Background: an optimization exercise with open tools, aiming at small area and a short achievable clock period. Do not read the settings as production practice. In this exercise RTL edits were held to simulation tests only and were not proved equivalent to the original.

==> design.v <==
`timescale 1ns / 1ps
module accelerator #(
    parameter MAP_SIZE = 9'h00a,
    parameter k = 9'h003,
    parameter p = 9'h002,
    parameter s = 1,
    parameter ptype = 1,
    parameter act_type = 0,
    parameter N = 8,
    parameter Q = 4,
    parameter AW = 8,
    parameter DW = 8,
    parameter [N-1:0] p_sqr_inv = 8'b00000100
    )(
    input clk,
    input global_rst,
    input ce,
    input [N-1:0] activation,
    input [(k*k)*N-1:0] weight1,
    output [N-1:0] data_out,
    output valid_op,
    output end_op,
    output [N-1:0] conv_out,
    output conv_valid,
    output conv_end
    );
    integer i;
    reg [7:0] w [0:8];
    wire [7:0] wv [0:8];     
    wire [8:0] ws;           
    always @(posedge clk) begin
        for (i = 0; i < 9; i = i + 1) w[i] <= weight1[8*i +: 8];
    end
    genvar gw;
    generate
        for (gw = 0; gw < 9; gw = gw + 1) begin : WDEC
            assign wv[gw] = {w[gw][7] & |w[gw][6:0], w[gw][6:0]};
            assign ws[gw] = w[gw][7];
        end
    endgenerate
    wire x80 = activation[7] & ~|activation[6:0];
    wire [8:0] xb = {activation, 1'b0};
    wire [3:0] e_one, e_two, e_neg;
    genvar gk;
    generate
        for (gk = 0; gk < 4; gk = gk + 1) begin : ENC
            assign e_one[gk] = xb[2*gk+1] ^ xb[2*gk];
            assign e_two[gk] = ((xb[2*gk+2] & ~xb[2*gk+1] & ~xb[2*gk]) |
                                (~xb[2*gk+2] & xb[2*gk+1] & xb[2*gk])) & ~(gk == 3 && x80);
            assign e_neg[gk] = xb[2*gk+2];
        end
    endgenerate
    reg [3:0] l_one, l_two, l_neg;
    reg l_sgn;
    always @(posedge clk or posedge global_rst) begin
        if (global_rst) begin
            l_one <= 4'd0;
            l_two <= 4'd0;
            l_neg <= 4'd0;
            l_sgn <= 1'b0;
        end else if (ce) begin
            l_one <= e_one;
            l_two <= e_two;
            l_neg <= e_neg;
            l_sgn <= activation[7];
        end
    end
    reg [7:0] mac [0:7];
    reg [7:0] sr1 [0:6];
    reg [7:0] sr2 [0:6];
    wire [7:0] cin_t [0:7];
    wire [7:0] res_t [0:7];
    assign cin_t[0] = 8'd0;
    assign cin_t[1] = mac[0];
    assign cin_t[2] = mac[1];
    assign cin_t[3] = sr1[6];
    assign cin_t[4] = mac[3];
    assign cin_t[5] = mac[4];
    assign cin_t[6] = sr2[6];
    assign cin_t[7] = mac[6];
    genvar gt;
    generate
        for (gt = 0; gt < 8; gt = gt + 1) begin : TAP
            tap_mac t (.one(l_one), .two(l_two), .neg(l_neg), .wv(wv[gt]),
                       .s(l_sgn ^ ws[gt]), .c(cin_t[gt]), .r(res_t[gt]));
        end
    endgenerate
    always @(posedge clk or posedge global_rst) begin
        if (global_rst) mac[0] <= 8'd0;
        else if (ce) mac[0] <= res_t[0];
    end
    always @(posedge clk) begin
        if (ce) begin
            for (i = 1; i < 8; i = i + 1) mac[i] <= res_t[i];
            sr1[0] <= mac[2];
            sr2[0] <= mac[5];
            for (i = 1; i < 7; i = i + 1) begin
                sr1[i] <= sr1[i-1];
                sr2[i] <= sr2[i-1];
            end
        end
    end
    wire [7:0] q8;
    tap_prod tp (.one(e_one), .two(e_two), .neg(e_neg), .wv(wv[8]),
                 .s(activation[7] ^ ws[8]), .q(q8));
    reg [7:0] p8;
    always @(posedge clk) begin
        if (ce) p8 <= q8;
    end
    wire [7:0] res;
    wire res_c7;             
    add8 ra (.a(mac[7]), .b(p8), .s(res), .c7(res_c7));
    reg [7:0] prev;
    always @(posedge clk) begin
        if (ce) prev <= res;
    end
    reg [4:0] count;
    reg [5:0] out_cnt;
    reg first;       
    reg toggle;
    wire valid = count[4] & (count[3] | (count[2] & count[1]));    
    wire cend = valid & (&out_cnt);
    always @(posedge clk or posedge global_rst) begin
        if (global_rst) begin
            count <= 5'd0;
            out_cnt <= 6'd0;
            first <= 1'b1;
        end else if (ce) begin
            count <= count + 5'd1;
            if (valid) out_cnt <= out_cnt + 6'd1;
            if (&count) first <= 1'b0;
        end
    end
    always @(posedge clk or posedge global_rst) begin
        if (global_rst) toggle <= 1'b0;
        else if (valid) toggle <= ~toggle;
    end
    wire fix = first & (count == 5'd22) & ws[0];
    assign conv_out = toggle ? {res[7] ^ fix, res[6:0]} : prev;
    assign conv_valid = valid;
    assign conv_end = cend;
    wire pce = valid & ~cend;
    reg [3:0] pos;
    reg [2:0] nb;
    reg g;
    reg sel_sr, sel_max;     
    reg rst_m, op_en, load_sr, end_r;
    always @(posedge clk) begin
        if (global_rst) begin
            pos <= 4'd15;
            nb <= 3'd0;
            g <= 1'b0;
            sel_sr <= 1'b0;
            sel_max <= 1'b1;
            rst_m <= 1'b0;
            op_en <= 1'b0;
            load_sr <= 1'b0;
            end_r <= 1'b0;
        end else begin
            op_en <= pce & pos[3] & ~pos[0];
            if (pce) begin
                pos <= pos + 4'd1;
                if (g && nb != 3'd5) nb <= nb + 3'd1;
                end_r <= (nb == 3'd4);
                g <= (pos == 4'd14);
                rst_m <= (pos == 4'd1) | (pos == 4'd3) | (pos == 4'd5) | (pos == 4'd15);
                sel_sr <= (pos == 4'd6) | (pos == 4'd8) | (pos == 4'd10) | (pos == 4'd12);
                sel_max <= ~((pos == 4'd6) | (pos == 4'd8) | (pos == 4'd10) | (pos == 4'd12) | (pos == 4'd14));
                load_sr <= pos[0];
            end
        end
    end
    reg [6:0] maxr;
    reg [6:0] psr [0:3];
    wire [6:0] mux_out = ({7{sel_sr}} & psr[3]) | ({7{sel_max}} & maxr);
    wire [6:0] cx = mac[7][6:0] ^ p8[6:0] ^ ~mux_out;
    wire [6:0] cy = (mac[7][6:0] & p8[6:0]) | (mac[7][6:0] & ~mux_out) | (p8[6:0] & ~mux_out);
    wire [8:0] v = {2'b0, cx} + {1'b0, cy, 1'b0};
    wire gt_res = ~conv_out[7] & (res_c7 ? v[8] : (v[8] | v[7]));
    wire gt_prev = ~prev[7] & (prev[6:0] > mux_out);
    wire take = toggle ? gt_res : gt_prev;
    wire [6:0] comp = pce ? (take ? conv_out[6:0] : mux_out) : 7'd0;
    always @(posedge clk) begin
        if (global_rst) maxr <= 7'd0;
        else if (pce) maxr <= rst_m ? 7'd0 : comp;
    end
    wire psr_rst = g && global_rst;
    always @(posedge clk or posedge psr_rst) begin
        if (psr_rst) begin
            for (i = 0; i < 4; i = i + 1) psr[i] <= 7'd0;
        end else if (load_sr) begin
            psr[0] <= comp;
            for (i = 1; i < 4; i = i + 1) psr[i] <= psr[i-1];
        end
    end
    assign data_out = {1'b0, maxr};
    assign valid_op = op_en;
    assign end_op = end_r;
endmodule
module tap_mac (
    input  [3:0] one,
    input  [3:0] two,
    input  [3:0] neg,
    input  [7:0] wv,
    input        s,
    input  [7:0] c,
    output [7:0] r
);
    wire [4:0] nwv = ~wv[4:0] + 5'd1;
    wire [4:0] p3 = neg[3] ? nwv : wv[4:0];
    wire p_t0 = (((one[0] & wv[2]) | (two[0] & wv[1])) ^ neg[0]) ^ ((one[1] & wv[0]) ^ neg[1]);
    wire p_t1 = (((one[0] & wv[2]) | (two[0] & wv[1])) ^ neg[0]) & ((one[1] & wv[0]) ^ neg[1]);
    wire p_t2 = (((one[0] & wv[3]) | (two[0] & wv[2])) ^ neg[0]) ^ (((one[1] & wv[1]) | (two[1] & wv[0])) ^ neg[1]);
    wire p_t3 = (((one[0] & wv[3]) | (two[0] & wv[2])) ^ neg[0]) & (((one[1] & wv[1]) | (two[1] & wv[0])) ^ neg[1]);
    wire p_t4 = (((one[0] & wv[4]) | (two[0] & wv[3])) ^ neg[0]) ^ (((one[1] & wv[2]) | (two[1] & wv[1])) ^ neg[1]) ^ ((one[2] & wv[0]) ^ neg[2]);
    wire p_t5 = ((((one[0] & wv[4]) | (two[0] & wv[3])) ^ neg[0]) & (((one[1] & wv[2]) | (two[1] & wv[1])) ^ neg[1])) | ((((one[0] & wv[4]) | (two[0] & wv[3])) ^ neg[0]) & ((one[2] & wv[0]) ^ neg[2])) | ((((one[1] & wv[2]) | (two[1] & wv[1])) ^ neg[1]) & ((one[2] & wv[0]) ^ neg[2]));
    wire p_t6 = (((one[0] & wv[5]) | (two[0] & wv[4])) ^ neg[0]) ^ (((one[1] & wv[3]) | (two[1] & wv[2])) ^ neg[1]);
    wire p_t7 = (((one[0] & wv[5]) | (two[0] & wv[4])) ^ neg[0]) & (((one[1] & wv[3]) | (two[1] & wv[2])) ^ neg[1]);
    wire p_t8 = (((one[0] & wv[6]) | (two[0] & wv[5])) ^ neg[0]) ^ (((one[1] & wv[4]) | (two[1] & wv[3])) ^ neg[1]) ^ (((one[2] & wv[2]) | (two[2] & wv[1])) ^ neg[2]);
    wire p_t9 = ((((one[0] & wv[6]) | (two[0] & wv[5])) ^ neg[0]) & (((one[1] & wv[4]) | (two[1] & wv[3])) ^ neg[1])) | ((((one[0] & wv[6]) | (two[0] & wv[5])) ^ neg[0]) & (((one[2] & wv[2]) | (two[2] & wv[1])) ^ neg[2])) | ((((one[1] & wv[4]) | (two[1] & wv[3])) ^ neg[1]) & (((one[2] & wv[2]) | (two[2] & wv[1])) ^ neg[2]));
    wire p_t10 = (((one[0] & wv[7]) | (two[0] & wv[6])) ^ neg[0]) ^ (((one[1] & wv[5]) | (two[1] & wv[4])) ^ neg[1]) ^ (((one[2] & wv[3]) | (two[2] & wv[2])) ^ neg[2]);
    wire p_t11 = ((((one[0] & wv[7]) | (two[0] & wv[6])) ^ neg[0]) & (((one[1] & wv[5]) | (two[1] & wv[4])) ^ neg[1])) | ((((one[0] & wv[7]) | (two[0] & wv[6])) ^ neg[0]) & (((one[2] & wv[3]) | (two[2] & wv[2])) ^ neg[2])) | ((((one[1] & wv[5]) | (two[1] & wv[4])) ^ neg[1]) & (((one[2] & wv[3]) | (two[2] & wv[2])) ^ neg[2]));
    wire p_t12 = (((one[0] & wv[7]) | (two[0] & wv[7])) ^ neg[0]) ^ (((one[1] & wv[6]) | (two[1] & wv[5])) ^ neg[1]) ^ (((one[2] & wv[4]) | (two[2] & wv[3])) ^ neg[2]);
    wire p_t13 = ((((one[0] & wv[7]) | (two[0] & wv[7])) ^ neg[0]) & (((one[1] & wv[6]) | (two[1] & wv[5])) ^ neg[1])) | ((((one[0] & wv[7]) | (two[0] & wv[7])) ^ neg[0]) & (((one[2] & wv[4]) | (two[2] & wv[3])) ^ neg[2])) | ((((one[1] & wv[6]) | (two[1] & wv[5])) ^ neg[1]) & (((one[2] & wv[4]) | (two[2] & wv[3])) ^ neg[2]));
    wire p_t14 = (((one[0] & wv[7]) | (two[0] & wv[7])) ^ neg[0]) ^ (((one[1] & wv[7]) | (two[1] & wv[6])) ^ neg[1]) ^ (((one[2] & wv[5]) | (two[2] & wv[4])) ^ neg[2]);
    wire p_t15 = ((((one[0] & wv[7]) | (two[0] & wv[7])) ^ neg[0]) & (((one[1] & wv[7]) | (two[1] & wv[6])) ^ neg[1])) | ((((one[0] & wv[7]) | (two[0] & wv[7])) ^ neg[0]) & (((one[2] & wv[5]) | (two[2] & wv[4])) ^ neg[2])) | ((((one[1] & wv[7]) | (two[1] & wv[6])) ^ neg[1]) & (((one[2] & wv[5]) | (two[2] & wv[4])) ^ neg[2]));
    wire p_t16 = (((one[0] & wv[7]) | (two[0] & wv[7])) ^ neg[0]) ^ (((one[1] & wv[7]) | (two[1] & wv[7])) ^ neg[1]) ^ (((one[2] & wv[6]) | (two[2] & wv[5])) ^ neg[2]);
    wire p_t17 = ((((one[0] & wv[7]) | (two[0] & wv[7])) ^ neg[0]) & (((one[1] & wv[7]) | (two[1] & wv[7])) ^ neg[1])) | ((((one[0] & wv[7]) | (two[0] & wv[7])) ^ neg[0]) & (((one[2] & wv[6]) | (two[2] & wv[5])) ^ neg[2])) | ((((one[1] & wv[7]) | (two[1] & wv[7])) ^ neg[1]) & (((one[2] & wv[6]) | (two[2] & wv[5])) ^ neg[2]));
    wire p_t18 = ((one[0] & wv[0]) ^ neg[0]) ^ neg[0];
    wire p_t19 = ((one[0] & wv[0]) ^ neg[0]) & neg[0];
    wire p_t20 = (((one[0] & wv[1]) | (two[0] & wv[0])) ^ neg[0]) ^ s;
    wire p_t21 = (((one[0] & wv[1]) | (two[0] & wv[0])) ^ neg[0]) & s;
    wire p_t22 = p_t0 ^ neg[1] ^ s;
    wire p_t23 = (p_t0 & neg[1]) | (p_t0 & s) | (neg[1] & s);
    wire p_t24 = p_t1 ^ p_t2 ^ s;
    wire p_t25 = (p_t1 & p_t2) | (p_t1 & s) | (p_t2 & s);
    wire p_t26 = p_t3 ^ p_t4 ^ neg[2];
    wire p_t27 = (p_t3 & p_t4) | (p_t3 & neg[2]) | (p_t4 & neg[2]);
    wire p_t28 = p_t5 ^ p_t6 ^ (((one[2] & wv[1]) | (two[2] & wv[0])) ^ neg[2]);
    wire p_t29 = (p_t5 & p_t6) | (p_t5 & (((one[2] & wv[1]) | (two[2] & wv[0])) ^ neg[2])) | (p_t6 & (((one[2] & wv[1]) | (two[2] & wv[0])) ^ neg[2]));
    wire p_t30 = p_t7 ^ p_t8 ^ (one[3] & p3[0]);
    wire p_t31 = (p_t7 & p_t8) | (p_t7 & (one[3] & p3[0])) | (p_t8 & (one[3] & p3[0]));
    wire p_t32 = p_t9 ^ p_t10 ^ ((one[3] & p3[1]) | (two[3] & p3[0]));
    wire p_t33 = (p_t9 & p_t10) | (p_t9 & ((one[3] & p3[1]) | (two[3] & p3[0]))) | (p_t10 & ((one[3] & p3[1]) | (two[3] & p3[0])));
    wire p_t34 = p_t11 ^ p_t12 ^ ((one[3] & p3[2]) | (two[3] & p3[1]));
    wire p_t35 = (p_t11 & p_t12) | (p_t11 & ((one[3] & p3[2]) | (two[3] & p3[1]))) | (p_t12 & ((one[3] & p3[2]) | (two[3] & p3[1])));
    wire p_t36 = p_t13 ^ p_t14 ^ ((one[3] & p3[3]) | (two[3] & p3[2]));
    wire p_t37 = (p_t13 & p_t14) | (p_t13 & ((one[3] & p3[3]) | (two[3] & p3[2]))) | (p_t14 & ((one[3] & p3[3]) | (two[3] & p3[2])));
    wire p_t38 = p_t15 ^ p_t16 ^ ((one[3] & p3[4]) | (two[3] & p3[3]));
    wire p_t39 = (p_t15 & p_t16) | (p_t15 & ((one[3] & p3[4]) | (two[3] & p3[3]))) | (p_t16 & ((one[3] & p3[4]) | (two[3] & p3[3])));
    wire [10:0] a = {p_t37, p_t35, p_t33, p_t31, p_t29, p_t27, p_t25, p_t23, p_t21, p_t19, p_t18};
    wire [10:0] b = {p_t38, p_t36, p_t34, p_t32, p_t30, p_t28, p_t26, p_t24, p_t22, p_t20, s};
    wire [10:0] t = a + b;
    assign r = c + {s, t[10:4]};
endmodule
module tap_prod (
    input  [3:0] one,
    input  [3:0] two,
    input  [3:0] neg,
    input  [7:0] wv,
    input        s,
    output [7:0] q
);
    wire [4:0] nwv = ~wv[4:0] + 5'd1;
    wire [4:0] p3 = neg[3] ? nwv : wv[4:0];
    wire p_t0 = (((one[0] & wv[2]) | (two[0] & wv[1])) ^ neg[0]) ^ ((one[1] & wv[0]) ^ neg[1]);
    wire p_t1 = (((one[0] & wv[2]) | (two[0] & wv[1])) ^ neg[0]) & ((one[1] & wv[0]) ^ neg[1]);
    wire p_t2 = (((one[0] & wv[3]) | (two[0] & wv[2])) ^ neg[0]) ^ (((one[1] & wv[1]) | (two[1] & wv[0])) ^ neg[1]);
    wire p_t3 = (((one[0] & wv[3]) | (two[0] & wv[2])) ^ neg[0]) & (((one[1] & wv[1]) | (two[1] & wv[0])) ^ neg[1]);
    wire p_t4 = (((one[0] & wv[4]) | (two[0] & wv[3])) ^ neg[0]) ^ (((one[1] & wv[2]) | (two[1] & wv[1])) ^ neg[1]) ^ ((one[2] & wv[0]) ^ neg[2]);
    wire p_t5 = ((((one[0] & wv[4]) | (two[0] & wv[3])) ^ neg[0]) & (((one[1] & wv[2]) | (two[1] & wv[1])) ^ neg[1])) | ((((one[0] & wv[4]) | (two[0] & wv[3])) ^ neg[0]) & ((one[2] & wv[0]) ^ neg[2])) | ((((one[1] & wv[2]) | (two[1] & wv[1])) ^ neg[1]) & ((one[2] & wv[0]) ^ neg[2]));
    wire p_t6 = (((one[0] & wv[5]) | (two[0] & wv[4])) ^ neg[0]) ^ (((one[1] & wv[3]) | (two[1] & wv[2])) ^ neg[1]);
    wire p_t7 = (((one[0] & wv[5]) | (two[0] & wv[4])) ^ neg[0]) & (((one[1] & wv[3]) | (two[1] & wv[2])) ^ neg[1]);
    wire p_t8 = (((one[0] & wv[6]) | (two[0] & wv[5])) ^ neg[0]) ^ (((one[1] & wv[4]) | (two[1] & wv[3])) ^ neg[1]) ^ (((one[2] & wv[2]) | (two[2] & wv[1])) ^ neg[2]);
    wire p_t9 = ((((one[0] & wv[6]) | (two[0] & wv[5])) ^ neg[0]) & (((one[1] & wv[4]) | (two[1] & wv[3])) ^ neg[1])) | ((((one[0] & wv[6]) | (two[0] & wv[5])) ^ neg[0]) & (((one[2] & wv[2]) | (two[2] & wv[1])) ^ neg[2])) | ((((one[1] & wv[4]) | (two[1] & wv[3])) ^ neg[1]) & (((one[2] & wv[2]) | (two[2] & wv[1])) ^ neg[2]));
    wire p_t10 = (((one[0] & wv[7]) | (two[0] & wv[6])) ^ neg[0]) ^ (((one[1] & wv[5]) | (two[1] & wv[4])) ^ neg[1]) ^ (((one[2] & wv[3]) | (two[2] & wv[2])) ^ neg[2]);
    wire p_t11 = ((((one[0] & wv[7]) | (two[0] & wv[6])) ^ neg[0]) & (((one[1] & wv[5]) | (two[1] & wv[4])) ^ neg[1])) | ((((one[0] & wv[7]) | (two[0] & wv[6])) ^ neg[0]) & (((one[2] & wv[3]) | (two[2] & wv[2])) ^ neg[2])) | ((((one[1] & wv[5]) | (two[1] & wv[4])) ^ neg[1]) & (((one[2] & wv[3]) | (two[2] & wv[2])) ^ neg[2]));
    wire p_t12 = (((one[0] & wv[7]) | (two[0] & wv[7])) ^ neg[0]) ^ (((one[1] & wv[6]) | (two[1] & wv[5])) ^ neg[1]) ^ (((one[2] & wv[4]) | (two[2] & wv[3])) ^ neg[2]);
    wire p_t13 = ((((one[0] & wv[7]) | (two[0] & wv[7])) ^ neg[0]) & (((one[1] & wv[6]) | (two[1] & wv[5])) ^ neg[1])) | ((((one[0] & wv[7]) | (two[0] & wv[7])) ^ neg[0]) & (((one[2] & wv[4]) | (two[2] & wv[3])) ^ neg[2])) | ((((one[1] & wv[6]) | (two[1] & wv[5])) ^ neg[1]) & (((one[2] & wv[4]) | (two[2] & wv[3])) ^ neg[2]));
    wire p_t14 = (((one[0] & wv[7]) | (two[0] & wv[7])) ^ neg[0]) ^ (((one[1] & wv[7]) | (two[1] & wv[6])) ^ neg[1]) ^ (((one[2] & wv[5]) | (two[2] & wv[4])) ^ neg[2]);
    wire p_t15 = ((((one[0] & wv[7]) | (two[0] & wv[7])) ^ neg[0]) & (((one[1] & wv[7]) | (two[1] & wv[6])) ^ neg[1])) | ((((one[0] & wv[7]) | (two[0] & wv[7])) ^ neg[0]) & (((one[2] & wv[5]) | (two[2] & wv[4])) ^ neg[2])) | ((((one[1] & wv[7]) | (two[1] & wv[6])) ^ neg[1]) & (((one[2] & wv[5]) | (two[2] & wv[4])) ^ neg[2]));
    wire p_t16 = (((one[0] & wv[7]) | (two[0] & wv[7])) ^ neg[0]) ^ (((one[1] & wv[7]) | (two[1] & wv[7])) ^ neg[1]) ^ (((one[2] & wv[6]) | (two[2] & wv[5])) ^ neg[2]);
    wire p_t17 = ((((one[0] & wv[7]) | (two[0] & wv[7])) ^ neg[0]) & (((one[1] & wv[7]) | (two[1] & wv[7])) ^ neg[1])) | ((((one[0] & wv[7]) | (two[0] & wv[7])) ^ neg[0]) & (((one[2] & wv[6]) | (two[2] & wv[5])) ^ neg[2])) | ((((one[1] & wv[7]) | (two[1] & wv[7])) ^ neg[1]) & (((one[2] & wv[6]) | (two[2] & wv[5])) ^ neg[2]));
    wire p_t18 = ((one[0] & wv[0]) ^ neg[0]) ^ neg[0];
    wire p_t19 = ((one[0] & wv[0]) ^ neg[0]) & neg[0];
    wire p_t20 = (((one[0] & wv[1]) | (two[0] & wv[0])) ^ neg[0]) ^ s;
    wire p_t21 = (((one[0] & wv[1]) | (two[0] & wv[0])) ^ neg[0]) & s;
    wire p_t22 = p_t0 ^ neg[1] ^ s;
    wire p_t23 = (p_t0 & neg[1]) | (p_t0 & s) | (neg[1] & s);
    wire p_t24 = p_t1 ^ p_t2 ^ s;
    wire p_t25 = (p_t1 & p_t2) | (p_t1 & s) | (p_t2 & s);
    wire p_t26 = p_t3 ^ p_t4 ^ neg[2];
    wire p_t27 = (p_t3 & p_t4) | (p_t3 & neg[2]) | (p_t4 & neg[2]);
    wire p_t28 = p_t5 ^ p_t6 ^ (((one[2] & wv[1]) | (two[2] & wv[0])) ^ neg[2]);
    wire p_t29 = (p_t5 & p_t6) | (p_t5 & (((one[2] & wv[1]) | (two[2] & wv[0])) ^ neg[2])) | (p_t6 & (((one[2] & wv[1]) | (two[2] & wv[0])) ^ neg[2]));
    wire p_t30 = p_t7 ^ p_t8 ^ (one[3] & p3[0]);
    wire p_t31 = (p_t7 & p_t8) | (p_t7 & (one[3] & p3[0])) | (p_t8 & (one[3] & p3[0]));
    wire p_t32 = p_t9 ^ p_t10 ^ ((one[3] & p3[1]) | (two[3] & p3[0]));
    wire p_t33 = (p_t9 & p_t10) | (p_t9 & ((one[3] & p3[1]) | (two[3] & p3[0]))) | (p_t10 & ((one[3] & p3[1]) | (two[3] & p3[0])));
    wire p_t34 = p_t11 ^ p_t12 ^ ((one[3] & p3[2]) | (two[3] & p3[1]));
    wire p_t35 = (p_t11 & p_t12) | (p_t11 & ((one[3] & p3[2]) | (two[3] & p3[1]))) | (p_t12 & ((one[3] & p3[2]) | (two[3] & p3[1])));
    wire p_t36 = p_t13 ^ p_t14 ^ ((one[3] & p3[3]) | (two[3] & p3[2]));
    wire p_t37 = (p_t13 & p_t14) | (p_t13 & ((one[3] & p3[3]) | (two[3] & p3[2]))) | (p_t14 & ((one[3] & p3[3]) | (two[3] & p3[2])));
    wire p_t38 = p_t15 ^ p_t16 ^ ((one[3] & p3[4]) | (two[3] & p3[3]));
    wire p_t39 = (p_t15 & p_t16) | (p_t15 & ((one[3] & p3[4]) | (two[3] & p3[3]))) | (p_t16 & ((one[3] & p3[4]) | (two[3] & p3[3])));
    wire [10:0] a = {p_t37, p_t35, p_t33, p_t31, p_t29, p_t27, p_t25, p_t23, p_t21, p_t19, p_t18};
    wire [10:0] b = {p_t38, p_t36, p_t34, p_t32, p_t30, p_t28, p_t26, p_t24, p_t22, p_t20, s};
    wire [10:0] t = a + b;
    assign q = {s, t[10:4]};
endmodule
module add8 (
    input  [7:0] a,
    input  [7:0] b,
    output [7:0] s,
    output c7
);
    wire [7:0] g0 = a & b;
    wire [7:0] p0 = a ^ b;
    wire [7:0] g1 = g0 | (p0 & {g0[6:0], 1'b0});
    wire [7:0] p1 = p0 & {p0[6:0], 1'b1};
    wire [7:0] g2 = g1 | (p1 & {g1[5:0], 2'b0});
    wire [7:0] p2 = p1 & {p1[5:0], 2'b11};
    wire [7:0] g3 = g2 | (p2 & {g2[3:0], 4'b0});
    assign s = p0 ^ {g3[6:0], 1'b0};
    assign c7 = g3[6];
endmodule
==> flow/run.sh <==
#!/bin/bash
# The standard layout (the standard.sh: ORFS synthesis to finish), except
# that the port buffers are buf_1 cells instead of the cell buffer_ports picks
# by itself (clkdlybuf4s50_1). make's full output goes to standard.log; each
# ORFS step also keeps its own log under orfs/logs/.
set -euo pipefail
bash standard.sh "BUFFER_PORTS_ARGS=-buffer_cell sky130_fd_sc_hd__buf_1" finish > standard.log 2>&1
==> standard.sh <==
#!/bin/bash
# synth_recipe.tcl (not shown) runs the flow's synth.tcl, then flattens the netlist and writes it again
# the make line also repeats each setting of config.mk as NAME=value (left out here)
make -C /OpenROAD-flow-scripts/flow DESIGN_CONFIG=/design/flow/config.mk WORK_HOME=/design/flow/orfs CLKGATE_MAP_FILE= SYNTH_SCRIPT=/design/flow/synth_recipe.tcl "${@:-finish}"
==> config.mk <==
export PLATFORM = sky130hd
export DESIGN_NAME = accelerator
export DESIGN_NICKNAME = accelerator
export VERILOG_FILES = /design/flow/design.v
export SDC_FILE = /design/flow/constraint.sdc
export NUM_CORES = 4
export LEC_CHECK = 0
export CAP_MARGIN = 20
export CORE_MARGIN = 2
export CORE_UTILIZATION = 65
export CTS_CLUSTER_DIAMETER = 120
export CTS_CLUSTER_SIZE = 24
export PLACE_DENSITY = 0.75
export SETUP_SLACK_MARGIN = 3.25
export SLEW_MARGIN = 20
==> constraint.sdc <==
create_clock -name core_clock -period 8.0 [get_ports {clk}]
set_input_delay 1.6000 -clock core_clock [delete_from_list [all_inputs] [get_ports {clk}]]
set_output_delay 1.6000 -clock core_clock [all_outputs]
set_load 0.01 [all_outputs]
==> summary.txt, run 1 <==
Rows: 71
Dpl cells: 2820
Tot GR Track Use: 0.292
Routed Antenna Nets: 0
Number of primary I/O pins: 103
Worst EP required: 8.28 ns
CP arrival: 4.97 ns
Area fraction of the dominant cell type after synthesis: 0.223
Setup crit start kind: flip-flop
First-pass GRT wire length: 90.8 mm
Slew @ Worst Pin: 1.03 ns
Path depth of the worst reg2reg path: 20
Unique masters post-synth: 69
Synth area leaders: edfxtp_1 22%, xnor2_1 12%, fa_1 11%, ha_1 10%, dfxtp_1 7.5%
Pin count of the biggest net entering global routing: 139
Peak Freq: 0.213 GHz
Fin nets: 2812
Grt ovf: 0
Skew final: 0.0362 ns
Initial DRC Count: 1460
Worst Path Buf+Inv: 5
Status: finished clean
Fin crit share: 0.587
Yosys warnings: 11
Post-Syn Area per Cell: 10.6 µm²
CTS tree: built
CTS root buffer: clkbuf_16
Worst path slowest cell: fa_1
CTS sink cnt: 338
Synth Instances: 2344
Slew HR: 0.314
CTS clock-pin slew for the worst setup and hold paths: 0.10 ns
Reg-to-reg startpoint: l_one[1]
Async set or reset register ratio after synthesis: 0.180
Port Buffer Count: 101
Max_cap viols: 0
Vias in the first global route: 17300
Main synth FF type: edfxtp_1
Hold Crit Class: flip-flop to async pin
Drt drc: 0
Post-Syn Nets: 2762
Total CTS buffers: 18
Initial Util: 0.659
Post-Layout Cell Count: 2917
GP Congestion: 0.899
Register area share after synthesis: 0.359
Worst-path cell chain: buf_12 > buf_12 > a22oi_2 > xnor2_2 > fa_1 > inv_1 > fa_1 > inv_2 > ha_4 > a21o_1 > nand2_2 > o21ai_4 > o41a_1 > a21oi_2 > xnor2_2 > ha_1 > inv_1 > o21bai_1 > a21oi_1 > xnor2_1
Via count: 17700
Setup TNS: 0 ns
1st-pass router iterations: 5
DP HPWL: 39.2 mm
Number of synthesized flops with an enable pin: 184
Die ar.: 39800 µm²
Final hold violations: 0
Routed wire length: 58.8 mm
Antenna violations before repair: 0
Max Buffers Root-to-Sink: 3
Height of the die: 199 µm
CP max stage delay: 0.55 ns
Post-synth top area cell: edfxtp_1
Clock latency on the worst-skew pair: 0.56 ns
Unrepaired setup endpoints after global routing: true
Synth Register Bits: 338
Slew Viols, Final: 0
Fill count: 2723
ANT cells: 0
Synthesized area: 24800 µm²
Placement Setup Slack: 2.15 ns
CTS H-tree lvls: 1
Final setup viols: 0
R2R Path End: mac[4][7]
Die X: 199 µm
Setup ws final: 3.31 ns
Tmin final: 4.69 ns
Wire per inst: 20.2 µm
Core area: 37700 µm²
Maximum fanout along the worst path: 8
Area delta synth->final: 10.1%
CP top delay family: adder cells
Vias per cell: 6.08
Layout cells sized above 1: 0.115
Setup crit end kind: flip-flop
Setup CP Type: flip-flop to flip-flop
-- metrics by stage --
| step | hold slack [ns] | area (µm²) | utilization |
|---|---|---|---|
| after global placement | 0.401 | 25400 | 0.676 |
| after detailed placement | 0.380 | 25400 | 0.676 |
| after global routing | 0.422 | 27300 | 0.726 |
| after floorplan | 0.400 | 24900 | - |
| after CTS | 0.390 | 26500 | 0.703 |
| final | 0.362 | 27300 | 0.726 |
-- cell usage in the layout (no fill, tap or decap), drive strengths merged, types with 8 or more instances in the layout --
| cell | netlist | routed |
|---|---|---|
| nor3 | 11 | 11 |
| xnor2 | 336 | 336 |
| o21bai | 25 | 25 |
| a22o | 23 | 23 |
| nand2b | 32 | 32 |
| a21o | 28 | 28 |
| maj3 | 8 | 8 |
| dfxtp | 93 | 93 |
| o21ai | 63 | 63 |
| dfrtp | 60 | 60 |
| a21oi | 111 | 111 |
| clkbuf | 109 | 36 |
| ha | 204 | 204 |
| o31ai | 20 | 20 |
| nand2 | 117 | 117 |
| and3 | 9 | 9 |
| o41a | 16 | 16 |
| o22ai | 20 | 20 |
| mux2 | 44 | 44 |
| inv | 194 | 193 |
| buf | 51 | 180 |
| xor2 | 54 | 54 |
| nand3 | 17 | 17 |
| nor2b | 21 | 21 |
| nor2 | 90 | 90 |
| a41o | 8 | 8 |
| a31oi | 14 | 14 |
| edfxtp | 184 | 184 |
| a22oi | 176 | 176 |
| fa | 131 | 131 |
-- metal layers --
layer / track usage / share of wire
met5: 0 / 0
met4: 0.102 / 0.029
met3: 0.0420 / 0.075
met2: 0.480 / 0.47
met1: 0.399 / 0.42
-- cell type report --
class,instances,area (µm²),area share
well taps,511,639,0.0234
multi-input cells,1652,15000,0.548
clock inverters,2,27.5,0.00101
flip-flops and latches,338,8960,0.328
repair buffers,190,1440,0.0527
inverters,194,763,0.0279
clock buffers,30,517,0.0189
-- timing repair --
item,CTS,global route
pin swaps,0,40
setup buffers,15,43
resized for setup,55,95
cloned,4,3
setup endpoints to repair,50,18
hold buffers,0,0
-- kinds of logic after synthesis --
logic type,Yosys count,synth area share
flip-flops,338,0.359
other,1,0.000151
adder cells (fa/ha/maj),343,0.212
AND/OR/NAND/NOR,321,0.0593
buffers and inverters,354,0.0546
AO/OA/AOI/OAI,549,0.155
XOR/XNOR,390,0.139
multiplexers,48,0.0217
-- worst reg2reg max path: stages, from the launching register on --
cell      delay [ns]
dfrtp_4         0.52
buf_12          0.16
buf_12          0.14
a22oi_2         0.22
xnor2_2         0.11
fa_1            0.55
inv_1           0.05
fa_1            0.49
inv_2           0.04
ha_4            0.22
a21o_1          0.16
nand2_2         0.10
o21ai_4         0.09
o41a_1          0.52
a21oi_2         0.20
xnor2_2         0.12
ha_1            0.33
inv_1           0.05
o21bai_1        0.14
a21oi_1         0.10
xnor2_1         0.14
-- registers in the layout, summed over array words and instances (netlist names), 7 cells and up --
| signal | cells |
|---|---|
| maxr | 7 |
| p8 | 8 |
| mac | 64 |
| prev | 8 |
| sr1 | 56 |
| sr2 | 56 |
| psr | 28 |
| w | 72 |
-- cell usage after synthesis (9+ instances only) --
| master | count |
|---|---|
| a21o_1 | 28 |
| a21oi_1 | 108 |
| a22o_1 | 23 |
| a22oi_1 | 176 |
| a31oi_1 | 14 |
| and3_1 | 9 |
| buf_1 | 42 |
| clkbuf_1 | 109 |
| dfrtp_1 | 60 |
| dfxtp_1 | 93 |
| edfxtp_1 | 184 |
| fa_1 | 131 |
| ha_1 | 204 |
| inv_1 | 192 |
| mux2_2 | 43 |
| nand2_1 | 117 |
| nand2b_1 | 31 |
| nand3_1 | 17 |
| nor2_1 | 90 |
| nor2b_1 | 21 |
| nor3_1 | 11 |
| o21ai_0 | 51 |
| o21ai_1 | 10 |
| o21bai_1 | 25 |
| o22ai_1 | 20 |
| o31ai_1 | 20 |
| o41a_1 | 16 |
| xnor2_1 | 334 |
| xor2_1 | 54 |
-- worst max path at each step --
stage             startpoint         to  cells after the start
5_1_grt              w[2][0]  mac[2][7]                     20
3_5_place_dp   activation[2]      p8[5]                     14
4_1_cts             l_one[1]  mac[1][7]                     19
6_report            l_one[1]  mac[4][7]                     20
3_3_place_gp   activation[2]      p8[5]                     14
2_1_floorplan       l_neg[2]  mac[1][7]                     21
==> run 2, diff against run 1 <==
--- a/config.mk
+++ b/config.mk
@@ -10,6 +10,4 @@
 export CORE_UTILIZATION = 65
-export CTS_CLUSTER_DIAMETER = 120
-export CTS_CLUSTER_SIZE = 24
 export PLACE_DENSITY = 0.75
-export SETUP_SLACK_MARGIN = 3.25
+export SETUP_SLACK_MARGIN = 3.0
 export SLEW_MARGIN = 20
==> run 2 against run 1 <==
Area after synthesis unchanged. Critical path type unchanged. Non-clock buffer count decreased by 49. Utilization decreased by 0.42 points. Global-route usage increased by 0.44 points.
==> summary.txt, run 2 <==
Max_cap viols: 0 (unchanged)
Port Buffer Count: 101 (unchanged)
Vias per cell: 6.05 (-0.60%)
Routed wire length: 57.9 mm (-1.5%)
Die ar.: 39800 µm² (unchanged)
Top flop regs: w x72, mac x64
Peak Freq: 0.210 GHz (-1.5%)
Synth area leaders: edfxtp_1 22%, xnor2_1 12%, fa_1 11%, ha_1 10%, dfxtp_1 7.5%
Final setup viols: 0 (unchanged)
Slew @ Worst Pin: 1.00 ns (-0.0250 ns)
Initial DRC Count: 1496 (+2.5%)
Number of synthesized flops with an enable pin: 184 (unchanged)
Initial Util: 0.659 (unchanged)
Fin crit share: 0.596 (+0.00914)
Total CTS buffers: 38 (+20)
Slew HR: 0.333 (+0.0190)
Synth Register Bits: 338 (unchanged)
DP HPWL: 39.1 mm (-0.28%)
Synthesized area: 24800 µm² (unchanged)
Met2 routed wirelength: 27.6 mm (-0.63%)
Synth Instances: 2344 (unchanged)
GP Congestion: 0.885 (-1.5%)
Async set or reset register ratio after synthesis: 0.180 (unchanged)
Maximum fanout along the worst path: 20 (+12)
Drt drc: 0 (unchanged)
Post-Place Cell Area: 25400 µm² (-0.11%)
CTS clock-pin slew for the worst setup and hold paths: 0.06 ns (-0.04 ns)
Highest-count cells in the layout ignoring fill and taps: 333 x xnor2_1, 204 x ha_1, 190 x inv_1, 184 x edfxtp_1, 176 x a22oi_1
Area fraction of the dominant cell type after synthesis: 0.223 (unchanged)
Height of the die: 199 µm (unchanged)
1st-pass router iterations: 7 (+2)
Final hold violations: 0 (unchanged)
Slew Viols, Final: 0 (unchanged)
FF/Latch Area: 8940 µm² (-0.27%)
Post-Syn Nets: 2762 (unchanged)
Setup TNS: 0 ns (unchanged)
WL met3: 4.66 mm (+5.4%)
Setup crit end kind: flip-flop
Grt ovf: 0 (unchanged)
Synth cell count leaders: 334 x xnor2_1, 204 x ha_1, 192 x inv_1, 184 x edfxtp_1, 176 x a22oi_1
CTS root buffer: clkbuf_16
Fill count: 2732 (+0.33%)
Main synth FF type: edfxtp_1
Hold Crit Class: flip-flop to async pin
Core area: 37700 µm² (unchanged)
Yosys warnings: 11 (unchanged)
Routed Antenna Nets: 0 (unchanged)
CP arrival: 5.07 ns (+0.10 ns)
Post-Syn Area per Cell: 10.6 µm² (unchanged)
CTS H-tree lvls: 2 (+1)
Wire per inst: 19.9 µm (-1.2%)
Rows: 71 (unchanged)
Clock latency on the worst-skew pair: 0.56 ns (about the same)
Antenna violations before repair: 3 (+3)
Number of primary I/O pins: 103 (unchanged)
Setup crit start kind: flip-flop
CTS sink cnt: 338 (unchanged)
Setup CP Type: flip-flop to flip-flop
Worst EP required: 8.30 ns (+0.02 ns)
Wire length on met1: 23.9 mm (-4.0%)
Via count: 17600 (-0.94%)
Layout cells sized above 1: 0.0789 (-0.0358)
Max Buffers Root-to-Sink: 3 (unchanged)
Status: finished clean
Register with the most flip-flops: w
First-pass GRT wire length: 92.3 mm (+1.7%)
Tot GR Track Use: 0.297 (+0.00444)
Vias in the first global route: 17900 (+3.9%)
Most common cell after layout, fill and taps aside: xnor2_1
Unrepaired setup endpoints after global routing: false
Area delta synth->final: 9.49%
Most numerous cell in the Yosys netlist: xnor2_1
Register area share after synthesis: 0.359 (unchanged)
Tmin final: 4.77 ns (+0.0731 ns)
Post-synth top area cell: edfxtp_1
Largest register FFs: 72 (unchanged)
Pin count of the biggest net entering global routing: 109 (-22%)
Skew final: 0.0208 ns (-0.0154 ns)
Unique masters post-synth: 69 (unchanged)
Fin nets: 2783 (-1.0%)
Die X: 199 µm (unchanged)
CTS tree: built
Multi-input gate area: 14600 µm² (-2.5%)
Top Metal Used: met5
Design area: 27200 µm² (-0.57%)
## run 2: cell counts after synthesis
Identical to the previous run, type by type.
## run 2: logic make-up after synthesis
kind of cell             count (synthesis)  synth area share
flip-flops                             338             0.359
buffers and inverters                  354            0.0546
AO/OA/AOI/OAI                          549             0.155
other                                    1          0.000151
XOR/XNOR                               390             0.139
adder cells (fa/ha/maj)                343             0.212
multiplexers                            48            0.0217
AND/OR/NAND/NOR                        321            0.0593
## run 2: final cells by class
cell class | count | share of cell area
Antenna cell | 1 | 0.0000921
Clock buffer | 57 | 0.0433
Clock inverter | 13 | 0.00502
Inverter | 194 | 0.0277
Multi-Input combinational cell | 1652 | 0.538
Sequential cell | 338 | 0.329
Tap cell | 511 | 0.0235
Timing Repair Buffer | 141 | 0.0337
## run 2: timing repair
item	in CTS	in global routing
endpoints found under the setup margin	33	21
gates cloned	1	1
pin swaps	0	0
hold buffers	0	0
setup buffers	5	10
hold endpoints to repair	0	0
gates resized for setup	23	39
## run 2: final timing paths
kind                       slack, ns         to        from  cells past startpoint
setup / recovery                3.23  mac[7][7]    l_one[1]                     19
hold / removal                  0.30  psr[1][5]           g                      1
setup reg to reg                3.23  mac[7][7]    l_one[1]                     19
hold reg to reg                 0.30  psr[1][5]           g                      1
max in group asynchronous       6.15  psr[3][0]  global_rst                      3
min in group core_clock         0.42  sr1[1][6]   sr1[0][6]                      0
## run 2: worst max-delay path, cell delays in order, from the launching register on
cell	delay (ns)
dfrtp_4	0.57
buf_6	0.21
a22oi_1	0.22
xnor2_1	0.17
fa_1	0.47
fa_1	0.51
inv_1	0.04
ha_1	0.32
a21o_1	0.18
nand2_1	0.06
o21ai_1	0.11
a21oi_1	0.27
ha_1	0.28
a21o_1	0.18
a21oi_1	0.23
o21bai_1	0.09
a21oi_1	0.24
o21bai_1	0.10
a21oi_1	0.18
xnor2_1	0.09
## run 2: stage by stage
stage	hold slack, ns	utilization	std cells	setup slack, ns
after CTS	0.319	0.715	2895	2.96
after global placement	0.400	0.674	2818	2.14
after global routing	0.354	0.721	2906	3.00
after floorplan	0.400	-	2344	2.97
final	0.304	0.721	2907	3.23
after detailed placement	0.309	0.675	2819	2.02
## run 2: routing by layer
metal,GRT usage,up-vias
li1,-,8212
met1,0.393,8521
met2,0.489,723
met3,0.0530,115
met4,0.115,2
met5,0,-
==> run 3, diff against run 2 <==
--- a/flow/run.sh
+++ b/flow/run.sh
@@ -6,2 +6,2 @@
 set -euo pipefail
-bash standard.sh "BUFFER_PORTS_ARGS=-buffer_cell sky130_fd_sc_hd__buf_1" finish > standard.log 2>&1
+bash standard.sh "BUFFER_PORTS_ARGS=-buffer_cell sky130_fd_sc_hd__buf_1" MATCH_CELL_FOOTPRINT=0 finish > standard.log 2>&1
--- a/config.mk
+++ b/config.mk
@@ -10,2 +10,4 @@
 export CORE_UTILIZATION = 65
+export CTS_CLUSTER_DIAMETER = 120
+export CTS_CLUSTER_SIZE = 24
 export PLACE_DENSITY = 0.75
==> run 3 against run 2 <==
Critical endpoint is now p8[6]. Still clean on timing, DRC and antenna. Routed wire length decreased by 4.0%. First-iteration DRC count decreased by 4.3%. Area after synthesis unchanged. Largest cell class unchanged.
==> summary.txt, run 3 <==
Status: finished clean
Slew @ Worst Pin: 1.02 ns (+0.0248 ns)
Design area: 26300 µm² (-3.2%)
Peak Freq: 0.208 GHz (-0.94%)
Tmin final: 4.81 ns (+0.0454 ns)
Final setup viols: 0 (unchanged)
Vias in the first global route: 17300 (-3.7%)
# hold bufs at CTS: 0 (unchanged)
Worst Path Buf+Inv: 2 (unchanged)
Post-synth top area cell: edfxtp_1
CP top delay family: adder cells
Slew Viols, Final: 0 (unchanged)
Area fraction of the dominant cell type after synthesis: 0.223 (unchanged)
Area delta synth->final: 6.00%
Routed Antenna Nets: 0 (unchanged)
Post-Syn Nets: 2762 (unchanged)
Setup ws final: 3.19 ns (-0.0454 ns)
Max Buffers Root-to-Sink: 3 (unchanged)
First-pass GRT wire length: 89.3 mm (-3.3%)
Async set or reset register ratio after synthesis: 0.180 (unchanged)
Yosys warnings: 11 (unchanged)
Routed wire length: 55.6 mm (-4.0%)
Most common cell after layout, fill and taps aside: xnor2_1
Core area: 37700 µm² (unchanged)
Maximum fanout along the worst path: 20 (unchanged)
Layout cells sized above 1: 0.0627 (-0.0162)
Unrepaired setup endpoints after global routing: false
CTS root buffer: clkbuf_16
CP arrival: 5.11 ns (+0.04 ns)
Total CTS buffers: 18 (-53%)
GP Congestion: 0.899 (+1.5%)
Grt ovf: 0 (unchanged)
Post-Place Cell Area: 25400 µm² (about the same)
Worst-path cell chain: buf_1 > mux2i_1 > a21oi_1 > fa_1 > fa_1 > inv_1 > ha_1 > a21o_1 > nand2_1 > o21ai_0 > o41ai_2 > o21ai_0 > xnor2_1
Synthesized area: 24800 µm² (unchanged)
Synth area leaders: edfxtp_1 22%, xnor2_1 12%, fa_1 11%, ha_1 10%, dfxtp_1 7.5%
Hold Crit Class: flip-flop to async pin
Unique masters post-synth: 69 (unchanged)
Drt drc: 0 (unchanged)
Antenna violations before repair: 0 (-3)
Port Buffer Count: 101 (unchanged)
Pin count of the biggest net entering global routing: 85 (-22%)
Initial Util: 0.659 (unchanged)
CTS H-tree lvls: 1 (-1)
Register with the most flip-flops: w
Tot GR Track Use: 0.283 (-0.0136)
Clock latency on the worst-skew pair: 0.56 ns (about the same)
Rows: 71 (unchanged)
CTS clock-pin slew for the worst setup and hold paths: 0.09 ns (+0.03 ns)
Initial DRC Count: 1432 (-4.3%)
Wire per inst: 19.4 µm (-2.8%)
Die ar.: 39800 µm² (unchanged)
Via count: 17300 (-1.6%)
Vias per cell: 6.02 (-0.35%)
Slew HR: 0.317 (-0.0166)
Synth Register Bits: 338 (unchanged)
Register area share after synthesis: 0.359 (unchanged)
CTS tree: built
Skew final: 0.0440 ns (+0.0232 ns)
Worst path slowest cell: buf_1
Setup CP Type: input pin to flip-flop
Synth Instances: 2344 (unchanged)
Reg-to-reg startpoint: l_neg[2]
Post-Syn Area per Cell: 10.6 µm² (unchanged)
Main synth FF type: edfxtp_1
Setup crit start kind: input pin
CTS sink cnt: 338 (unchanged)
1st-pass router iterations: 7 (unchanged)
Die X: 199 µm (unchanged)
ANT cells: 0 (-1)
Worst EP required: 8.30 ns (about the same)
DP HPWL: 38.8 mm (-0.69%)
Number of primary I/O pins: 103 (unchanged)
Worst setup path start: activation[0]
Number of synthesized flops with an enable pin: 184 (unchanged)
Largest register FFs: 72 (unchanged)
CP max stage delay: 0.66 ns (+0.09 ns)
Most numerous cell in the Yosys netlist: xnor2_1
Synth cell count leaders: 334 x xnor2_1, 204 x ha_1, 192 x inv_1, 184 x edfxtp_1, 176 x a22oi_1
Top flop regs: w x72, mac x64
Setup crit end kind: flip-flop
Fin nets: 2765 (-0.65%)
Setup TNS: 0 ns (unchanged)
Height of the die: 199 µm (unchanged)
Placement Setup Slack: 1.96 ns (-0.0561 ns)
Fin crit share: 0.602 (+0.00568)
Final hold violations: 0 (unchanged)
Max_cap viols: 0 (unchanged)
Highest-count cells in the layout ignoring fill and taps: 334 x xnor2_1, 204 x ha_1, 190 x inv_1, 184 x edfxtp_1, 176 x a22oi_1
run 3: cell types whose count changed in the layout (fill, tap and decap cells not counted), sizes merged:
cell      change
buf           +5
inv           -2
diode         -1
bufbuf        -1
clkinvlp      -2
clkbuf       -29
bufinv        -2
clkinv        -5
run 3: path summary, 6_finish.rpt:
path | end | slack [ns] | cells after the start
hold / removal | psr[0][6] | 0.28 | 1
max in group asynchronous | l_one[0] | 6.15 | 3
setup reg to reg | mac[6][7] | 3.23 | 20
hold reg to reg | psr[0][6] | 0.28 | 1
setup / recovery | p8[6] | 3.19 | 13
min in group core_clock | sr1[6][2] | 0.40 | 0
run 3: area by class of cell:
cell class	instances	area [µm²]
fill	2832	11400
timing repair buffer	143	833
tap	511	639
inverter	194	746
multi-input combinational	1652	14600
sequential	338	8940
clock inverter	2	25.0
clock buffer	30	517
run 3: logic make-up (layout without fill, tap and decap cells):
| logic type | Yosys count | after routing | synth area share |
|---|---|---|---|
| muxes | 48 | 48 | 0.0217 |
| xor gates and xnor gates | 390 | 390 | 0.139 |
| DFF | 338 | 338 | 0.359 |
| other | 1 | 1 | 0.000151 |
| buffers and inverters | 354 | 369 | 0.0546 |
| and+or+nand+nor | 321 | 321 | 0.0593 |
| adders and majority gates | 343 | 343 | 0.212 |
| AOI/OAI and AO/OA | 549 | 549 | 0.155 |
run 3: worst register-to-register path: stages (launching register included):
cell	delay (ns)
dfrtp_1	0.41
buf_12	0.19
inv_12	0.20
buf_6	0.25
xnor2_1	0.17
fa_1	0.48
fa_1	0.53
inv_1	0.04
ha_1	0.33
a21o_1	0.18
nand2_1	0.06
o21ai_1	0.13
o21a_1	0.23
nor2_1	0.15
ha_1	0.28
a21oi_1	0.22
o21bai_1	0.09
a21oi_1	0.24
o21bai_1	0.09
a21oi_1	0.19
xnor2_1	0.09
run 3: layer usage:
metal	vias to the layer above	routed length, µm	GRT usage	part of all wire
li1	8174	-	-	-
met1	8420	23900	0.393	0.43
met2	602	26300	0.463	0.47
met3	93	3770	0.0388	0.068
met4	0	1680	0.0903	0.030
met5	-	0	0	0
run 3: timing repair:
item / in CTS / in global routing
buffers inserted: 2 / 15
pin swaps: 0 / 0
endpoints found under the setup margin: 21 / 20
gates resized for setup: 17 / 35
run 3: stage by stage:
step | std cells | hold WS [ns] | util
6_report | 2870 | 0.281 | 0.699
5_1_grt | 2870 | 0.343 | 0.699
4_1_cts | 2855 | 0.291 | 0.691
3_5_place_dp | 2821 | 0.280 | 0.675
3_3_place_gp | 2820 | 0.400 | 0.675
2_1_floorplan | 2344 | 0.400 | -
==> run 4, diff against run 3 <==
--- a/design.v
+++ b/design.v
@@ -186,7 +186,4 @@
     end
-    wire psr_rst = g && global_rst;
-    always @(posedge clk or posedge psr_rst) begin
-        if (psr_rst) begin
-            for (i = 0; i < 4; i = i + 1) psr[i] <= 7'd0;
-        end else if (load_sr) begin
+    always @(posedge clk) begin
+        if (load_sr) begin
             psr[0] <= comp;
--- a/flow/run.sh
+++ b/flow/run.sh
@@ -6,2 +6,2 @@
 set -euo pipefail
-bash standard.sh "BUFFER_PORTS_ARGS=-buffer_cell sky130_fd_sc_hd__buf_1" MATCH_CELL_FOOTPRINT=0 finish > standard.log 2>&1
+bash standard.sh "BUFFER_PORTS_ARGS=-buffer_cell sky130_fd_sc_hd__buf_1" finish > standard.log 2>&1
--- a/config.mk
+++ b/config.mk
@@ -13,3 +13,3 @@
 export PLACE_DENSITY = 0.75
-export SETUP_SLACK_MARGIN = 3.0
+export SETUP_SLACK_MARGIN = 2.8
 export SLEW_MARGIN = 20
==> run 4 against run 3 <==
Still clean. Count of clock-buffer cells in the layout increased by 1. Critical path depth increased by 1. Maximum frequency down 2.6%. Routed wire length fell by 1.3%. Critical endpoint unchanged. Largest cell class unchanged.
==> summary.txt, run 4 <==
Register area share after synthesis: 0.365 (+0.00596)
Worst setup path start: activation[4]
Highest-count cells in the layout ignoring fill and taps: 320 x xnor2_1, 212 x edfxtp_1, 204 x ha_1, 187 x inv_1, 184 x a22oi_1
Die ar.: 39700 µm² (about the same)
Utilization after layout: 0.697 (-0.00108)
Yosys warnings: 11 (unchanged)
Max_cap viols: 0 (unchanged)
Via count: 17300 (+0.064%)
Routed wire length: 54.9 mm (-1.3%)
Area fraction of the dominant cell type after synthesis: 0.257 (+0.0341)
Grt ovf: 0 (unchanged)
Routed Antenna Nets: 0 (unchanged)
Most numerous cell in the Yosys netlist: xnor2_1
Fin nets: 2737 (-1.0%)
Most common cell after layout, fill and taps aside: xnor2_1
Worst EP required: 8.29 ns (about the same)
R2R Path End: mac[1][7]
Reg-to-reg startpoint: l_one[0]
Path depth of the worst reg2reg path: 18 (-10%)
Main synth FF type: edfxtp_1
Maximum fanout along the worst path: 27 (+35%)
Vias in the first global route: 17100 (-0.74%)
GP Congestion: 0.875 (-2.6%)
Antenna violations before repair: 0 (unchanged)
1st-pass router iterations: 6 (-1)
Register with the most flip-flops: w
Tmin final: 4.94 ns (+0.127 ns)
Drt drc: 0 (unchanged)
Setup CP Type: input pin to flip-flop
CTS H-tree lvls: 1 (unchanged)
Vias per cell: 6.09 (+1.0%)
Final hold violations: 0 (unchanged)
DP HPWL: 37.5 mm (-3.5%)
Async set or reset register ratio after synthesis: 0.0976 (-0.0828)
Tot GR Track Use: 0.273 (-0.0104)
Slew HR: 0.343 (+0.0262)
Post-Syn Nets: 2748 (-0.51%)
Synth cell count leaders: 320 x xnor2_1, 212 x edfxtp_1, 204 x ha_1, 188 x inv_1, 184 x a22oi_1
CTS root buffer: clkbuf_16
Post-Place Cell Area: 25400 µm² (-0.15%)
Layout cells sized above 1: 0.0416 (-0.0211)
Rows: 71 (unchanged)
Setup crit start kind: input pin
Post-Syn Area per Cell: 10.6 µm² (+0.51%)
Slew Viols, Final: 0 (unchanged)
Wire per inst: 19.3 µm (-0.34%)
Status: finished clean
Setup crit end kind: flip-flop
Fin crit share: 0.617 (+0.0159)
Die X: 199 µm (about the same)
Post-synth top area cell: edfxtp_1
CTS clock-pin slew for the worst setup and hold paths: 0.10 ns (about the same)
Slew @ Worst Pin: 0.986 ns (-0.0393 ns)
Final setup viols: 0 (unchanged)
Unique masters post-synth: 66 (-4.3%)
Synth area leaders: edfxtp_1 26%, xnor2_1 11%, fa_1 11%, ha_1 10%, dfxtp_1 7.5%
Design area: 26200 µm² (-0.39%)
Core area: 37600 µm² (-0.24%)
Total CTS buffers: 18 (unchanged)
Synth Register Bits: 338 (unchanged)
Unrepaired setup endpoints after global routing: false
Top flop regs: w x72, mac x64
Max Buffers Root-to-Sink: 3 (unchanged)
Pin count of the biggest net entering global routing: 160 (+88%)
Peak Freq: 0.202 GHz (-2.6%)
Skew final: 0.0276 ns (-0.0164 ns)
Clock latency on the worst-skew pair: 0.54 ns (-0.02 ns)
Setup TNS: 0 ns (unchanged)
Initial Util: 0.660 (+0.000992)
CTS sink cnt: 338 (unchanged)
Critical path capture point: p8[6]
First-pass GRT wire length: 86.4 mm (-3.2%)
Initial DRC Count: 1547 (+8.0%)
Synth Instances: 2330 (-0.60%)
Synthesized area: 24800 µm² (about the same)
Largest register FFs: 72 (unchanged)
Hold Crit Class: flip-flop to flip-flop
ANT cells: 0 (unchanged)
CP arrival: 5.23 ns (+0.12 ns)
Placement Setup Slack: 2.09 ns (+0.129 ns)
Number of synthesized flops with an enable pin: 212 (+15%)
CTS tree: built
Setup ws final: 3.06 ns (-0.127 ns)
Area delta synth->final: 5.68%
Height of the die: 199 µm (about the same)
Number of primary I/O pins: 103 (unchanged)
Port Buffer Count: 101 (unchanged)
[run 4: changes by cell type after synthesis, moves of 11 or more]
| cell | before | now |
|---|---|---|
| dfrtp_1 | 60 | 32 |
| xnor2_1 | 334 | 320 |
| o21ai_0 | 51 | 40 |
| mux2_2 | 43 | 14 |
| nand2_1 | 117 | 88 |
| edfxtp_1 | 184 | 212 |
| buf_1 | 42 | 29 |
| o21a_1 | 7 | 27 |
| a21oi_1 | 108 | 128 |
| clkbuf_1 | 109 | 129 |
| xor2_1 | 54 | 82 |
| nand2b_1 | 31 | 16 |
[run 4: worst min path at each step]
stage                     depth (start not counted)      start  slack (ns)   endpoint
final                                             0  psr[0][2]        0.42  psr[1][2]
after global routing                              0  mac[5][3]        0.43  sr2[0][3]
after CTS                                         0  psr[0][2]        0.42  psr[1][2]
after detailed placement                          0  psr[0][0]        0.40  psr[1][0]
after global placement                            0  sr1[1][7]        0.40  sr1[2][7]
after floorplan                                   0  psr[0][0]        0.40  psr[1][0]
[run 4: area by class of cell]
class                   count  area, µm²
repair buffers            131        764
well taps                 511        639
multi-input cells        1640      14400
flip-flops and latches    338       9080
inverters                 190        721
clock buffers              31        520
clock inverters             1       30.0
fillers                  2819      11400
[run 4: stage by stage]
step,instances,hold WS [ns]
2_1_floorplan,2330,0.400
3_3_place_gp,2801,0.401
3_5_place_dp,2801,0.405
4_1_cts,2833,0.418
5_1_grt,2842,0.430
6_report,2842,0.415
[run 4: worst max-delay path: stages]
cell and delay, ns:
buf_1 0.71, xnor2_1 0.22, nor2_1 0.08, xnor2_1 0.22
fa_1 0.45, fa_1 0.52, inv_1 0.04, ha_1 0.34
a21o_1 0.17, a21oi_1 0.14, o21a_1 0.19, a21oi_1 0.13
a31o_2 0.28, xnor2_1 0.13
[run 4: layer usage]
layer / part of all wire / track usage / vias to the layer above
met5: 0 / 0.00128 / -
li1: - / - / 8118
met4: 0.026 / 0.0730 / 0
met3: 0.078 / 0.0415 / 101
met2: 0.47 / 0.448 / 645
met1: 0.43 / 0.379 / 8436
[run 4: timing repair]
item                       4_1_cts  5_1_grt
pin swaps                        0        0
resized for setup                5       18
setup endpoints to repair        6       20
hold buffers                     0        0
setup buffers                    0        9
[run 4: logic make-up (layout without fill, tap and decap cells)]
kind of cell,count (synthesis),after routing,synth area share
buf+inv,352,353,0.0536
xor+xnor,403,403,0.143
compound gates,568,568,0.159
mux,19,19,0.00838
simple gates,307,307,0.0596
other cells,1,1,0.000151
flops,338,338,0.365
fa+ha+maj,342,342,0.212
==> run 5, diff against run 4 <==
--- a/config.mk
+++ b/config.mk
@@ -13,3 +13,3 @@
 export PLACE_DENSITY = 0.75
-export SETUP_SLACK_MARGIN = 2.8
+export SETUP_SLACK_MARGIN = 3.0
 export SLEW_MARGIN = 20
==> run 5 against run 4 <==
Synthesized cell count is the same. Maximum frequency grew 2.2%. Cell area grew 0.64%. Critical path depth is the same.
==> summary.txt, run 5 <==
Status: finished clean
Register area share after synthesis: 0.365 (unchanged)
Height of the die: 199 µm (unchanged)
Wire per inst: 19.3 µm (+0.17%)
Routed Antenna Nets: 0 (unchanged)
Hold Crit Class: flip-flop to flip-flop
Worst EP required: 8.29 ns (about the same)
Synth Instances: 2330 (unchanged)
Area fraction of the dominant cell type after synthesis: 0.257 (unchanged)
Synth area leaders: edfxtp_1 26%, xnor2_1 11%, fa_1 11%, ha_1 10%, dfxtp_1 7.5%
Maximum fanout along the worst path: 50 (+85%)
Post-Layout Cell Count: 2860 (+0.63%)
CTS tree: built
Layout cells sized above 1: 0.0528 (+0.0112)
Reg-to-reg startpoint: l_one[0]
Async set or reset register ratio after synthesis: 0.0976 (unchanged)
Main synth FF type: edfxtp_1
Antenna violations before repair: 0 (unchanged)
Post-Syn Nets: 2748 (unchanged)
Setup crit start kind: input pin
Unique masters post-synth: 66 (unchanged)
Die ar.: 39700 µm² (unchanged)
Final hold violations: 0 (unchanged)
Via count: 17400 (+0.64%)
CTS clock-pin slew for the worst setup and hold paths: 0.10 ns (about the same)
WL met3: 4.34 mm (+1.5%)
Synth Register Bits: 338 (unchanged)
Synthesized area: 24800 µm² (unchanged)
Initial DRC Count: 1702 (+10%)
Area delta synth->final: 6.36%
Total CTS buffers: 18 (unchanged)
Clock latency on the worst-skew pair: 0.54 ns (about the same)
CP arrival: 5.13 ns (-0.10 ns)
Hold path startpoint: sr1[5][3]
Post-synth top area cell: edfxtp_1
Dpl cells: 2802 (+0.036%)
Slew @ Worst Pin: 1.01 ns (+0.0215 ns)
Core area: 37600 µm² (unchanged)
ANT cells: 0 (unchanged)
# hold bufs at CTS: 0 (unchanged)
Number of synthesized flops with an enable pin: 212 (unchanged)
Number of primary I/O pins: 103 (unchanged)
Highest-count cells in the layout ignoring fill and taps: 319 x xnor2_1, 212 x edfxtp_1, 204 x ha_1, 184 x inv_1, 183 x a22oi_1
GP Congestion: 0.862 (-1.6%)
Design area: 26400 µm² (+0.64%)
Yosys warnings: 11 (unchanged)
Setup CP Type: input pin to flip-flop
Most common cell after layout, fill and taps aside: xnor2_1
Drt drc: 0 (unchanged)
Final setup viols: 0 (unchanged)
Utilization after layout: 0.702 (+0.00446)
DP HPWL: 37.9 mm (+0.99%)
Max Buffers Root-to-Sink: 3 (unchanged)
CTS root buffer: clkbuf_16
Most numerous cell in the Yosys netlist: xnor2_1
Rows: 71 (unchanged)
Skew final: 0.0323 ns (+0.00471 ns)
Peak Freq: 0.207 GHz (+2.2%)
Vias per cell: 6.09 (about the same)
Initial Util: 0.660 (unchanged)
Worst setup path start: activation[3]
Slew Viols, Final: 0 (unchanged)
Die X: 199 µm (unchanged)
Vias in the first global route: 17200 (+0.60%)
Post-Syn Area per Cell: 10.6 µm² (unchanged)
Grt ovf: 0 (unchanged)
Max_cap viols: 0 (unchanged)
Unrepaired setup endpoints after global routing: true
Routed wire length: 55.3 mm (+0.80%)
Pin count of the biggest net entering global routing: 153 (-4.4%)
Port Buffer Count: 101 (unchanged)
1st-pass router iterations: 6 (unchanged)
Fin nets: 2755 (+0.66%)
Top flop regs: w x72, mac x64
Met2 routed wirelength: 25.9 mm (+1.1%)
Setup crit end kind: flip-flop
Setup TNS: 0 ns (unchanged)
Top Metal Used: met4
Post-Place Cell Area: 25400 µm² (about the same)
Synth cell count leaders: 320 x xnor2_1, 212 x edfxtp_1, 204 x ha_1, 188 x inv_1, 184 x a22oi_1
Tmin final: 4.83 ns (-0.108 ns)
Fin crit share: 0.604 (-0.0135)
First-pass GRT wire length: 88.5 mm (+2.4%)
Tot GR Track Use: 0.281 (+0.00857)
CTS sink cnt: 338 (unchanged)
Register with the most flip-flops: w
Largest register FFs: 72 (unchanged)
Slew HR: 0.325 (-0.0183)
CTS H-tree lvls: 1 (unchanged)
Wire length on met1: 23.4 mm (-0.60%)
## run 5: cells by family after synthesis
| group | after synthesis | share of synthesized area |
|---|---|---|
| xor+xnor | 403 | 0.143 |
| buf+inv | 352 | 0.0536 |
| flops | 338 | 0.365 |
| mux | 19 | 0.00838 |
| other cells | 1 | 0.000151 |
| compound gates | 568 | 0.159 |
| simple gates | 307 | 0.0596 |
| fa+ha+maj | 342 | 0.212 |
## run 5: timing repair
action,CTS,global route
setup buffers,5,21
pin swaps,0,1
gates resized for setup,10,33
endpoints found under the setup margin,21,17
## run 5: stage by stage
step,hold WS (ns),setup WS [ns]
global placement,0.400,2.23
detailed placement,0.405,2.08
floorplan,0.400,3.00
CTS,0.419,2.99
global route,0.425,2.95
finish,0.412,3.17
## run 5: worst paths after layout
kind	endpoint	slack (ns)	depth (start not counted)
setup / recovery	p8[6]	3.17	14
hold / removal	sr1[6][3]	0.41	0
setup reg to reg	mac[1][7]	3.22	19
hold reg to reg	sr1[6][3]	0.41	0
max in group asynchronous	l_one[2]	5.97	3
min in group asynchronous	count[3]	1.61	3
## run 5: critical path: stages
cell and delay (ns):
buf_4 0.38, and2_1 0.35, a21oi_1 0.11, o221ai_1 0.27
fa_1 0.49, fa_1 0.51, inv_1 0.04, ha_1 0.33
a21o_1 0.18, a21oi_1 0.14, o21a_1 0.19, a21oi_1 0.13
a31o_2 0.27, xnor2_1 0.12
## run 5: layout make-up
| class | count | area, µm² |
|---|---|---|
| repair buffers | 149 | 897 |
| inverters | 190 | 732 |
| clock buffers | 31 | 520 |
| multi-input cells | 1640 | 14500 |
| flip-flops and latches | 338 | 9080 |
| fillers | 2790 | 11200 |
| clock inverters | 1 | 30.0 |
| well taps | 511 | 639 |
## run 5: layer usage
| layer | vias up | global-route usage |
|---|---|---|
| met1 | 8423 | 0.387 |
| li1 | 8153 | - |
| met4 | 0 | 0.0837 |
| met5 | - | 0 |
| met2 | 716 | 0.466 |
| met3 | 119 | 0.0400 |

[what the ideal ports hide]
How much do the figures lean on ideal ports? The routed layouts below were timed once more, with nothing changed but the port constraints.
Step 1 (the two cells are an assumption about what drives the block):
set clk [get_ports {clk}]
set_driving_cell -lib_cell sky130_fd_sc_hd__clkbuf_16 $clk
set_driving_cell -lib_cell sky130_fd_sc_hd__buf_2 [delete_from_list [all_inputs] $clk]
Step 2 adds t to the input delays and takes it off the output delays; t is the mean of the earliest and latest rising clock arrival at the registers after step 1. Input paths then give back, and output paths get back, about the clock's delay inside the block.
a / b / c = no drivers / after step 1 / after step 2; a / b = the first two.
run | t (ns) | setup WS [ns] | worst setup path at the end | latest minus earliest clock arrival (ns) | worst slew at a driven data input, ns
run 1 | 0.591 | 3.306 / 3.306 / 2.829 | input to register | 0.038 / 0.038 | 0.05
run 2 | 0.605 | 3.233 / 3.233 / 2.682 | input to register | 0.022 / 0.021 | 0.07
run 3 | 0.596 | 3.187 / 3.206 / 2.610 | input to register | 0.044 / 0.044 | 0.05
run 4 | 0.578 | 3.060 / 3.086 / 2.508 | input to register | 0.030 / 0.030 | 0.05
run 5 | 0.580 | 3.168 / 3.198 / 2.619 | input to register | 0.042 / 0.043 | 0.04
After both steps setup and hold are still met in every run listed. For run 3, which loses most, drivers alone change the setup slack by +0.019 ns; drivers and shift together by -0.577 ns.
